Context: an optimization exercise on an open-source flow, tuned for small area. The choices shown serve that exercise and are no tape-out recipe.
In this exercise RTL edits were held to simulation tests only and were not proved equivalent to the original.

==> v21: inputs <==
Design z, start of the top module:
module z(
    input [31:0] x1, x2, x3,
    input [31:0] w1, w2, w3,
    input clk,
    output[31:0] out
);
    wire [31:0] p1, p2, p3;
    Fmultiplier mul1(.A(w1), .B(x1), .result(p1));
    Fmultiplier mul2(.A(w2), .B(x2), .result(p2));
    Fmultiplier mul3(.A(w3), .B(x3), .result(p3));
    reg [31:0] p1_q, p2_q, p3_q;
    always @(posedge clk) begin
        p1_q <= p1;
        p2_q <= p2;
        p3_q <= p3;
    end
    wire [31:0] s12;
    Fadder_Fsubtractor add1(.A(p1_q), .B(p2_q), .result(s12));
    reg [31:0] s12_q, p3_qq;
    always @(posedge clk) begin
        s12_q <= s12;
        p3_qq <= p3_q;
    end
    wire [31:0] s;
    Fadder_Fsubtractor add2(.A(s12_q), .B(p3_qq), .result(s));
    reg [31:0] s_q, out_q;
    always @(posedge clk) begin
        s_q   <= s;
        out_q <= s_q;
    end
    assign out = out_q;
endmodule
==> flow/config.mk <==
export PLATFORM = sky130hd
export DESIGN_NAME = z
export DESIGN_NICKNAME = z
export VERILOG_FILES = /design/flow/design.v
export SDC_FILE = /design/flow/constraint.sdc
export NUM_CORES = 4
export LEC_CHECK = 0
export CAP_MARGIN = 20
export CORE_MARGIN = 2
export CORE_UTILIZATION = 60
export CTS_BUF_LIST = sky130_fd_sc_hd__clkbuf_4
export CTS_CLUSTER_DIAMETER = 40
export CTS_CLUSTER_SIZE = 8
export SLEW_MARGIN = 20
export SYNTH_HIERARCHICAL = 1
==> flow/constraint.sdc <==
create_clock -name core_clock -period 12.0 [get_ports {clk}]
set_input_delay 2.4000 -clock core_clock [delete_from_list [all_inputs] [get_ports {clk}]]
set_output_delay 2.4000 -clock core_clock [all_outputs]
set_load 0.01 [all_outputs]
standard.sh (not shown) runs the stock make flow with config.mk's settings and CLKGATE_MAP_FILE= SYNTH_SCRIPT=/design/flow/synth_recipe.tcl, a recipe that flattens the netlist after the stock synthesis.
==> flow/flow/run.sh <==
#!/bin/bash
# The standard layout, with the smallest buffer on the input and output ports.
set -euo pipefail
export BUFFER_PORTS_ARGS="-buffer_cell sky130_fd_sc_hd__buf_1"
bash standard.sh > standard_flow.log 2>&1
==> v35 (differences from v21) <==
--- a/flow/design.v
+++ b/flow/design.v
@@ -181,49 +181,57 @@
   wire m_151 = ~(m_56 & tb[22]);
   wire m_152 = ~(m_56 & tb[23]);
   wire m_153 = ~m_59;
   wire m_154 = ~m_131;
   wire m_s155, m_c155;
-  fa m_fa155(.a(m_110), .b(m_y61[16]), .c(1'b1), .s(m_s155), .co(m_c155));
+  xnor2m m_xn155(.a(m_110), .b(m_y61[16]), .y(m_s155));
+  or2m m_or155(.a(m_110), .b(m_y61[16]), .y(m_c155));
   wire m_s156, m_c156;
-  fa m_fa156(.a(m_y61[17]), .b(m_y67[15]), .c(1'b1), .s(m_s156), .co(m_c156));
+  xnor2m m_xn156(.a(m_y61[17]), .b(m_y67[15]), .y(m_s156));
+  or2m m_or156(.a(m_y61[17]), .b(m_y67[15]), .y(m_c156));
   wire m_s157, m_c157;
   fa m_fa157(.a(m_116), .b(m_y61[18]), .c(m_y67[16]), .s(m_s157), .co(m_c157));
   wire m_s158, m_c158;
-  fa m_fa158(.a(m_y73[14]), .b(m_y79[12]), .c(1'b1), .s(m_s158), .co(m_c158));
+  xnor2m m_xn158(.a(m_y73[14]), .b(m_y79[12]), .y(m_s158));
+  or2m m_or158(.a(m_y73[14]), .b(m_y79[12]), .y(m_c158));
   wire m_s159, m_c159;
   fa m_fa159(.a(m_y61[19]), .b(m_y67[17]), .c(m_y73[15]), .s(m_s159), .co(m_c159));
   wire m_s160, m_c160;
-  fa m_fa160(.a(m_y79[13]), .b(m_y85[11]), .c(1'b1), .s(m_s160), .co(m_c160));
+  xnor2m m_xn160(.a(m_y79[13]), .b(m_y85[11]), .y(m_s160));
+  or2m m_or160(.a(m_y79[13]), .b(m_y85[11]), .y(m_c160));
   wire m_s161, m_c161;
   fa m_fa161(.a(m_122), .b(m_y61[20]), .c(m_y67[18]), .s(m_s161), .co(m_c161));
   wire m_s162, m_c162;
   fa m_fa162(.a(m_y73[16]), .b(m_y79[14]), .c(m_y85[12]), .s(m_s162), .co(m_c162));
   wire m_s163, m_c163;
-  fa m_fa163(.a(m_y91[10]), .b(m_y97[8]), .c(1'b1), .s(m_s163), .co(m_c163));
+  xnor2m m_xn163(.a(m_y91[10]), .b(m_y97[8]), .y(m_s163));
+  or2m m_or163(.a(m_y91[10]), .b(m_y97[8]), .y(m_c163));
   wire m_s164, m_c164;
   fa m_fa164(.a(m_y61[21]), .b(m_y67[19]), .c(m_y73[17]), .s(m_s164), .co(m_c164));
   wire m_s165, m_c165;
   fa m_fa165(.a(m_y79[15]), .b(m_y85[13]), .c(m_y91[11]), .s(m_s165), .co(m_c165));
   wire m_s166, m_c166;
-  fa m_fa166(.a(m_y97[9]), .b(m_y103[7]), .c(1'b1), .s(m_s166), .co(m_c166));
+  xnor2m m_xn166(.a(m_y97[9]), .b(m_y103[7]), .y(m_s166));
+  or2m m_or166(.a(m_y97[9]), .b(m_y103[7]), .y(m_c166));
   wire m_s167, m_c167;
   fa m_fa167(.a(m_128), .b(m_y61[22]), .c(m_y67[20]), .s(m_s167), .co(m_c167));
   wire m_s168, m_c168;
   fa m_fa168(.a(m_y73[18]), .b(m_y79[16]), .c(m_y85[14]), .s(m_s168), .co(m_c168));
   wire m_s169, m_c169;
   fa m_fa169(.a(m_y91[12]), .b(m_y97[10]), .c(m_y103[8]), .s(m_s169), .co(m_c169));
   wire m_s170, m_c170;
-  fa m_fa170(.a(m_y109[6]), .b(m_y115[4]), .c(1'b1), .s(m_s170), .co(m_c170));
+  xnor2m m_xn170(.a(m_y109[6]), .b(m_y115[4]), .y(m_s170));
+  or2m m_or170(.a(m_y109[6]), .b(m_y115[4]), .y(m_c170));
   wire m_s171, m_c171;
   fa m_fa171(.a(m_y61[23]), .b(m_y67[21]), .c(m_y73[19]), .s(m_s171), .co(m_c171));
   wire m_s172, m_c172;
   fa m_fa172(.a(m_y79[17]), .b(m_y85[15]), .c(m_y91[13]), .s(m_s172), .co(m_c172));
   wire m_s173, m_c173;
   fa m_fa173(.a(m_y97[11]), .b(m_y103[9]), .c(m_y109[7]), .s(m_s173), .co(m_c173));
   wire m_s174, m_c174;
-  fa m_fa174(.a(m_y115[5]), .b(m_y121[3]), .c(1'b1), .s(m_s174), .co(m_c174));
+  xnor2m m_xn174(.a(m_y115[5]), .b(m_y121[3]), .y(m_s174));
+  or2m m_or174(.a(m_y115[5]), .b(m_y121[3]), .y(m_c174));
   wire m_s175, m_c175;
   fa m_fa175(.a(m_129), .b(m_y61[24]), .c(m_y67[22]), .s(m_s175), .co(m_c175));
   wire m_s176, m_c176;
   fa m_fa176(.a(m_y73[20]), .b(m_y79[18]), .c(m_y85[16]), .s(m_s176), .co(m_c176));
   wire m_s177, m_c177;
@@ -259,11 +267,12 @@
   wire m_s193, m_c193;
   fa m_fa193(.a(m_y79[22]), .b(m_y85[20]), .c(m_y91[18]), .s(m_s193), .co(m_c193));
   wire m_s194, m_c194;
   fa m_fa194(.a(m_y97[16]), .b(m_y103[14]), .c(m_y109[12]), .s(m_s194), .co(m_c194));
   wire m_s195, m_c195;
-  fa m_fa195(.a(m_y115[10]), .b(m_y121[8]), .c(1'b1), .s(m_s195), .co(m_c195));
+  xnor2m m_xn195(.a(m_y115[10]), .b(m_y121[8]), .y(m_s195));
+  or2m m_or195(.a(m_y115[10]), .b(m_y121[8]), .y(m_c195));
   wire m_s196, m_c196;
   fa m_fa196(.a(m_71), .b(m_134), .c(m_y79[23]), .s(m_s196), .co(m_c196));
   wire m_s197, m_c197;
   fa m_fa197(.a(m_y85[21]), .b(m_y91[19]), .c(m_y97[17]), .s(m_s197), .co(m_c197));
   wire m_s198, m_c198;
@@ -271,46 +280,54 @@
   wire m_199 = m_135 ^ m_y79[24];
   wire m_200 = m_135 & m_y79[24];
   wire m_s201, m_c201;
   fa m_fa201(.a(m_y85[22]), .b(m_y91[20]), .c(m_y97[18]), .s(m_s201), .co(m_c201));
   wire m_s202, m_c202;
-  fa m_fa202(.a(m_y103[16]), .b(m_y109[14]), .c(1'b1), .s(m_s202), .co(m_c202));
+  xnor2m m_xn202(.a(m_y103[16]), .b(m_y109[14]), .y(m_s202));
+  or2m m_or202(.a(m_y103[16]), .b(m_y109[14]), .y(m_c202));
   wire m_s203, m_c203;
   fa m_fa203(.a(m_77), .b(m_136), .c(m_y85[23]), .s(m_s203), .co(m_c203));
   wire m_s204, m_c204;
   fa m_fa204(.a(m_y91[21]), .b(m_y97[19]), .c(m_y103[17]), .s(m_s204), .co(m_c204));
   wire m_205 = m_137 ^ m_y85[24];
   wire m_206 = m_137 & m_y85[24];
   wire m_s207, m_c207;
-  fa m_fa207(.a(m_y91[22]), .b(m_y97[20]), .c(1'b1), .s(m_s207), .co(m_c207));
+  xnor2m m_xn207(.a(m_y91[22]), .b(m_y97[20]), .y(m_s207));
+  or2m m_or207(.a(m_y91[22]), .b(m_y97[20]), .y(m_c207));
   wire m_s208, m_c208;
   fa m_fa208(.a(m_83), .b(m_138), .c(m_y91[23]), .s(m_s208), .co(m_c208));
   wire m_209 = ~m_139;
   wire m_s210, m_c210;
-  fa m_fa210(.a(m_92), .b(m_y61[10]), .c(1'b1), .s(m_s210), .co(m_c210));
+  xnor2m m_xn210(.a(m_92), .b(m_y61[10]), .y(m_s210));
+  or2m m_or210(.a(m_92), .b(m_y61[10]), .y(m_c210));
   wire m_s211, m_c211;
-  fa m_fa211(.a(m_y61[11]), .b(m_y67[9]), .c(1'b1), .s(m_s211), .co(m_c211));
+  xnor2m m_xn211(.a(m_y61[11]), .b(m_y67[9]), .y(m_s211));
+  or2m m_or211(.a(m_y61[11]), .b(m_y67[9]), .y(m_c211));
   wire m_s212, m_c212;
   fa m_fa212(.a(m_98), .b(m_y61[12]), .c(m_y67[10]), .s(m_s212), .co(m_c212));
   wire m_s213, m_c213;
-  fa m_fa213(.a(m_y73[8]), .b(m_y79[6]), .c(1'b1), .s(m_s213), .co(m_c213));
+  xnor2m m_xn213(.a(m_y73[8]), .b(m_y79[6]), .y(m_s213));
+  or2m m_or213(.a(m_y73[8]), .b(m_y79[6]), .y(m_c213));
   wire m_s214, m_c214;
   fa m_fa214(.a(m_y61[13]), .b(m_y67[11]), .c(m_y73[9]), .s(m_s214), .co(m_c214));
   wire m_s215, m_c215;
-  fa m_fa215(.a(m_y79[7]), .b(m_y85[5]), .c(1'b1), .s(m_s215), .co(m_c215));
+  xnor2m m_xn215(.a(m_y79[7]), .b(m_y85[5]), .y(m_s215));
+  or2m m_or215(.a(m_y79[7]), .b(m_y85[5]), .y(m_c215));
   wire m_s216, m_c216;
   fa m_fa216(.a(m_104), .b(m_y61[14]), .c(m_y67[12]), .s(m_s216), .co(m_c216));
   wire m_s217, m_c217;
   fa m_fa217(.a(m_y73[10]), .b(m_y79[8]), .c(m_y85[6]), .s(m_s217), .co(m_c217));
   wire m_s218, m_c218;
-  fa m_fa218(.a(m_y91[4]), .b(m_y97[2]), .c(1'b1), .s(m_s218), .co(m_c218));
+  xnor2m m_xn218(.a(m_y91[4]), .b(m_y97[2]), .y(m_s218));
+  or2m m_or218(.a(m_y91[4]), .b(m_y97[2]), .y(m_c218));
   wire m_s219, m_c219;
   fa m_fa219(.a(m_y61[15]), .b(m_y67[13]), .c(m_y73[11]), .s(m_s219), .co(m_c219));
   wire m_s220, m_c220;
   fa m_fa220(.a(m_y79[9]), .b(m_y85[7]), .c(m_y91[5]), .s(m_s220), .co(m_c220));
   wire m_s221, m_c221;
-  fa m_fa221(.a(m_y97[3]), .b(m_y103[1]), .c(1'b1), .s(m_s221), .co(m_c221));
+  xnor2m m_xn221(.a(m_y97[3]), .b(m_y103[1]), .y(m_s221));
+  or2m m_or221(.a(m_y97[3]), .b(m_y103[1]), .y(m_c221));
   wire m_s222, m_c222;
   fa m_fa222(.a(m_y67[14]), .b(m_y73[12]), .c(m_y79[10]), .s(m_s222), .co(m_c222));
   wire m_s223, m_c223;
   fa m_fa223(.a(m_y85[8]), .b(m_y91[6]), .c(m_y97[4]), .s(m_s223), .co(m_c223));
   wire m_s224, m_c224;
@@ -432,34 +449,40 @@
   wire m_282 = m_141 ^ m_y97[24];
   wire m_283 = m_141 & m_y97[24];
   wire m_s284, m_c284;
   fa m_fa284(.a(m_y103[22]), .b(m_y109[20]), .c(m_y115[18]), .s(m_s284), .co(m_c284));
   wire m_s285, m_c285;
-  fa m_fa285(.a(m_y121[16]), .b(m_y127[14]), .c(1'b1), .s(m_s285), .co(m_c285));
+  xnor2m m_xn285(.a(m_y121[16]), .b(m_y127[14]), .y(m_s285));
+  or2m m_or285(.a(m_y121[16]), .b(m_y127[14]), .y(m_c285));
   wire m_s286, m_c286;
   fa m_fa286(.a(m_95), .b(m_142), .c(m_y103[23]), .s(m_s286), .co(m_c286));
   wire m_s287, m_c287;
   fa m_fa287(.a(m_y109[21]), .b(m_y115[19]), .c(m_y121[17]), .s(m_s287), .co(m_c287));
   wire m_288 = m_143 ^ m_y103[24];
   wire m_289 = m_143 & m_y103[24];
   wire m_s290, m_c290;
-  fa m_fa290(.a(m_y109[22]), .b(m_y115[20]), .c(1'b1), .s(m_s290), .co(m_c290));
+  xnor2m m_xn290(.a(m_y109[22]), .b(m_y115[20]), .y(m_s290));
+  or2m m_or290(.a(m_y109[22]), .b(m_y115[20]), .y(m_c290));
   wire m_s291, m_c291;
   fa m_fa291(.a(m_101), .b(m_144), .c(m_y109[23]), .s(m_s291), .co(m_c291));
   wire m_292 = ~m_145;
   wire m_s293, m_c293;
-  fa m_fa293(.a(m_80), .b(m_y61[6]), .c(1'b1), .s(m_s293), .co(m_c293));
+  xnor2m m_xn293(.a(m_80), .b(m_y61[6]), .y(m_s293));
+  or2m m_or293(.a(m_80), .b(m_y61[6]), .y(m_c293));
   wire m_s294, m_c294;
-  fa m_fa294(.a(m_y61[7]), .b(m_y67[5]), .c(1'b1), .s(m_s294), .co(m_c294));
+  xnor2m m_xn294(.a(m_y61[7]), .b(m_y67[5]), .y(m_s294));
+  or2m m_or294(.a(m_y61[7]), .b(m_y67[5]), .y(m_c294));
   wire m_s295, m_c295;
   fa m_fa295(.a(m_86), .b(m_y61[8]), .c(m_y67[6]), .s(m_s295), .co(m_c295));
   wire m_s296, m_c296;
-  fa m_fa296(.a(m_y73[4]), .b(m_y79[2]), .c(1'b1), .s(m_s296), .co(m_c296));
+  xnor2m m_xn296(.a(m_y73[4]), .b(m_y79[2]), .y(m_s296));
+  or2m m_or296(.a(m_y73[4]), .b(m_y79[2]), .y(m_c296));
   wire m_s297, m_c297;
   fa m_fa297(.a(m_y61[9]), .b(m_y67[7]), .c(m_y73[5]), .s(m_s297), .co(m_c297));
   wire m_s298, m_c298;
-  fa m_fa298(.a(m_y79[3]), .b(m_y85[1]), .c(1'b1), .s(m_s298), .co(m_c298));
+  xnor2m m_xn298(.a(m_y79[3]), .b(m_y85[1]), .y(m_s298));
+  or2m m_or298(.a(m_y79[3]), .b(m_y85[1]), .y(m_c298));
   wire m_s299, m_c299;
   fa m_fa299(.a(m_y67[8]), .b(m_y73[6]), .c(m_y79[4]), .s(m_s299), .co(m_c299));
   wire m_s300, m_c300;
   fa m_fa300(.a(m_y85[2]), .b(m_y91[0]), .c(m_s210), .s(m_s300), .co(m_c300));
   wire m_s301, m_c301;
@@ -587,18 +610,21 @@
   wire m_s362, m_c362;
   fa m_fa362(.a(m_y121[21]), .b(m_y127[19]), .c(m_145), .s(m_s362), .co(m_c362));
   wire m_363 = m_147 ^ m_y115[24];
   wire m_364 = m_147 & m_y115[24];
   wire m_s365, m_c365;
-  fa m_fa365(.a(m_y121[22]), .b(m_y127[20]), .c(1'b1), .s(m_s365), .co(m_c365));
+  xnor2m m_xn365(.a(m_y121[22]), .b(m_y127[20]), .y(m_s365));
+  or2m m_or365(.a(m_y121[22]), .b(m_y127[20]), .y(m_c365));
   wire m_s366, m_c366;
   fa m_fa366(.a(m_113), .b(m_148), .c(m_y121[23]), .s(m_s366), .co(m_c366));
   wire m_367 = ~m_149;
   wire m_s368, m_c368;
-  fa m_fa368(.a(m_74), .b(m_y61[4]), .c(1'b1), .s(m_s368), .co(m_c368));
+  xnor2m m_xn368(.a(m_74), .b(m_y61[4]), .y(m_s368));
+  or2m m_or368(.a(m_74), .b(m_y61[4]), .y(m_c368));
   wire m_s369, m_c369;
-  fa m_fa369(.a(m_y61[5]), .b(m_y67[3]), .c(1'b1), .s(m_s369), .co(m_c369));
+  xnor2m m_xn369(.a(m_y61[5]), .b(m_y67[3]), .y(m_s369));
+  or2m m_or369(.a(m_y61[5]), .b(m_y67[3]), .y(m_c369));
   wire m_s370, m_c370;
   fa m_fa370(.a(m_y67[4]), .b(m_y73[2]), .c(m_y79[0]), .s(m_s370), .co(m_c370));
   wire m_s371, m_c371;
   fa m_fa371(.a(m_y73[3]), .b(m_y79[1]), .c(m_c293), .s(m_s371), .co(m_c371));
   wire m_s372, m_c372;
@@ -677,13 +703,15 @@
   fa m_fa408(.a(m_y121[24]), .b(m_y127[22]), .c(m_367), .s(m_s408), .co(m_c408));
   wire m_s409, m_c409;
   fa m_fa409(.a(m_119), .b(m_150), .c(m_y127[23]), .s(m_s409), .co(m_c409));
   wire m_410 = ~m_151;
   wire m_s411, m_c411;
-  fa m_fa411(.a(m_68), .b(m_y61[2]), .c(1'b1), .s(m_s411), .co(m_c411));
+  xnor2m m_xn411(.a(m_68), .b(m_y61[2]), .y(m_s411));
+  or2m m_or411(.a(m_68), .b(m_y61[2]), .y(m_c411));
   wire m_s412, m_c412;
-  fa m_fa412(.a(m_y61[3]), .b(m_y67[1]), .c(1'b1), .s(m_s412), .co(m_c412));
+  xnor2m m_xn412(.a(m_y61[3]), .b(m_y67[1]), .y(m_s412));
+  or2m m_or412(.a(m_y61[3]), .b(m_y67[1]), .y(m_c412));
   wire m_s413, m_c413;
   fa m_fa413(.a(m_y67[2]), .b(m_y73[0]), .c(m_s368), .s(m_s413), .co(m_c413));
   wire m_s414, m_c414;
   fa m_fa414(.a(m_y73[1]), .b(m_c368), .c(m_s369), .s(m_s414), .co(m_c414));
   wire m_s415, m_c415;
@@ -1157,10 +1185,16 @@
 endmodule
 module fa(input a, input b, input c, output s, output co);
     assign s  = a ^ b ^ c;
     assign co = (a & b) | (a & c) | (b & c);
 endmodule
+module xnor2m(input a, input b, output y);
+    assign y = ~(a ^ b);
+endmodule
+module or2m(input a, input b, output y);
+    assign y = a | b;
+endmodule
 module boothrow(input one, input two, input [23:0] b, output [24:0] y);
     assign y = ~(({25{one}} & {1'b0, b}) | ({25{two}} & {b, 1'b0}));
 endmodule
 module boothrow3(input p1, input two, input [24:0] c, input [23:0] b, output [24:0] y);
     assign y = ~(({25{p1}} & {1'b0, b}) | ({25{two}} & {b, 1'b0}) | c);
--- a/flow/config.mk
+++ b/flow/config.mk
@@ -5,11 +5,11 @@
 export SDC_FILE = /design/flow/constraint.sdc
 export NUM_CORES = 4
 export LEC_CHECK = 0
 export CAP_MARGIN = 20
 export CORE_MARGIN = 2
-export CORE_UTILIZATION = 60
+export CORE_UTILIZATION = 55
 export CTS_BUF_LIST = sky130_fd_sc_hd__clkbuf_4
 export CTS_CLUSTER_DIAMETER = 40
 export CTS_CLUSTER_SIZE = 8
 export SLEW_MARGIN = 20
 export SYNTH_HIERARCHICAL = 1
==> summary.txt <==
Fmax: v21 is lower than v35 (about 0.6%).
Against v35, the non-clock buffer count of v21 is higher by 3.
In clock-buffer cell count, v21 and v35 do not differ.
In v21 the synthesized cell count is smaller than in v35, by 1.1%.
v35 passed the timing, design-rule and antenna checks. v21 completed with no timing, DRC or antenna violations.
Against v21, the register-to-register slack of v35 is better by 0.07 ns.
Against v21, the global-route usage of v35 is lower by 2.5 points.
Of v35 and v21, v21 has the higher clock skew (gap 0.033 ns).

-- separate check: timing with driven ports --
The flow's constraints put no driver on any port. The routed layouts listed below were extracted and timed again, unchanged, in two steps. Step 1 sets driving cells, clkbuf_16 on the clock port and buf_2 on the other inputs (assumed; they add their load-dependent delay and slew). Step 2, shift: input delay + t, output delay - t, t = (earliest + latest rising clock arrival at the registers) / 2. This alone moves slack from input paths to output paths. a / b / c = no drivers / after step 1 / after step 2; a / b = the first two.
| run | t (ns) | slack for setup (ns) | worst data-port slew with drivers (ns) |
|---|---|---|---|
| v21 | 0.794 | 0.692 / 0.692 / 0.303 | 0.11 |
| v35 | 0.798 | 0.764 / 0.764 / 0.523 | 0.08 |
After both steps every run listed still meets setup and hold. For v21, which loses most, drivers alone change the setup slack by 0.000 ns; drivers and shift together by -0.389 ns.
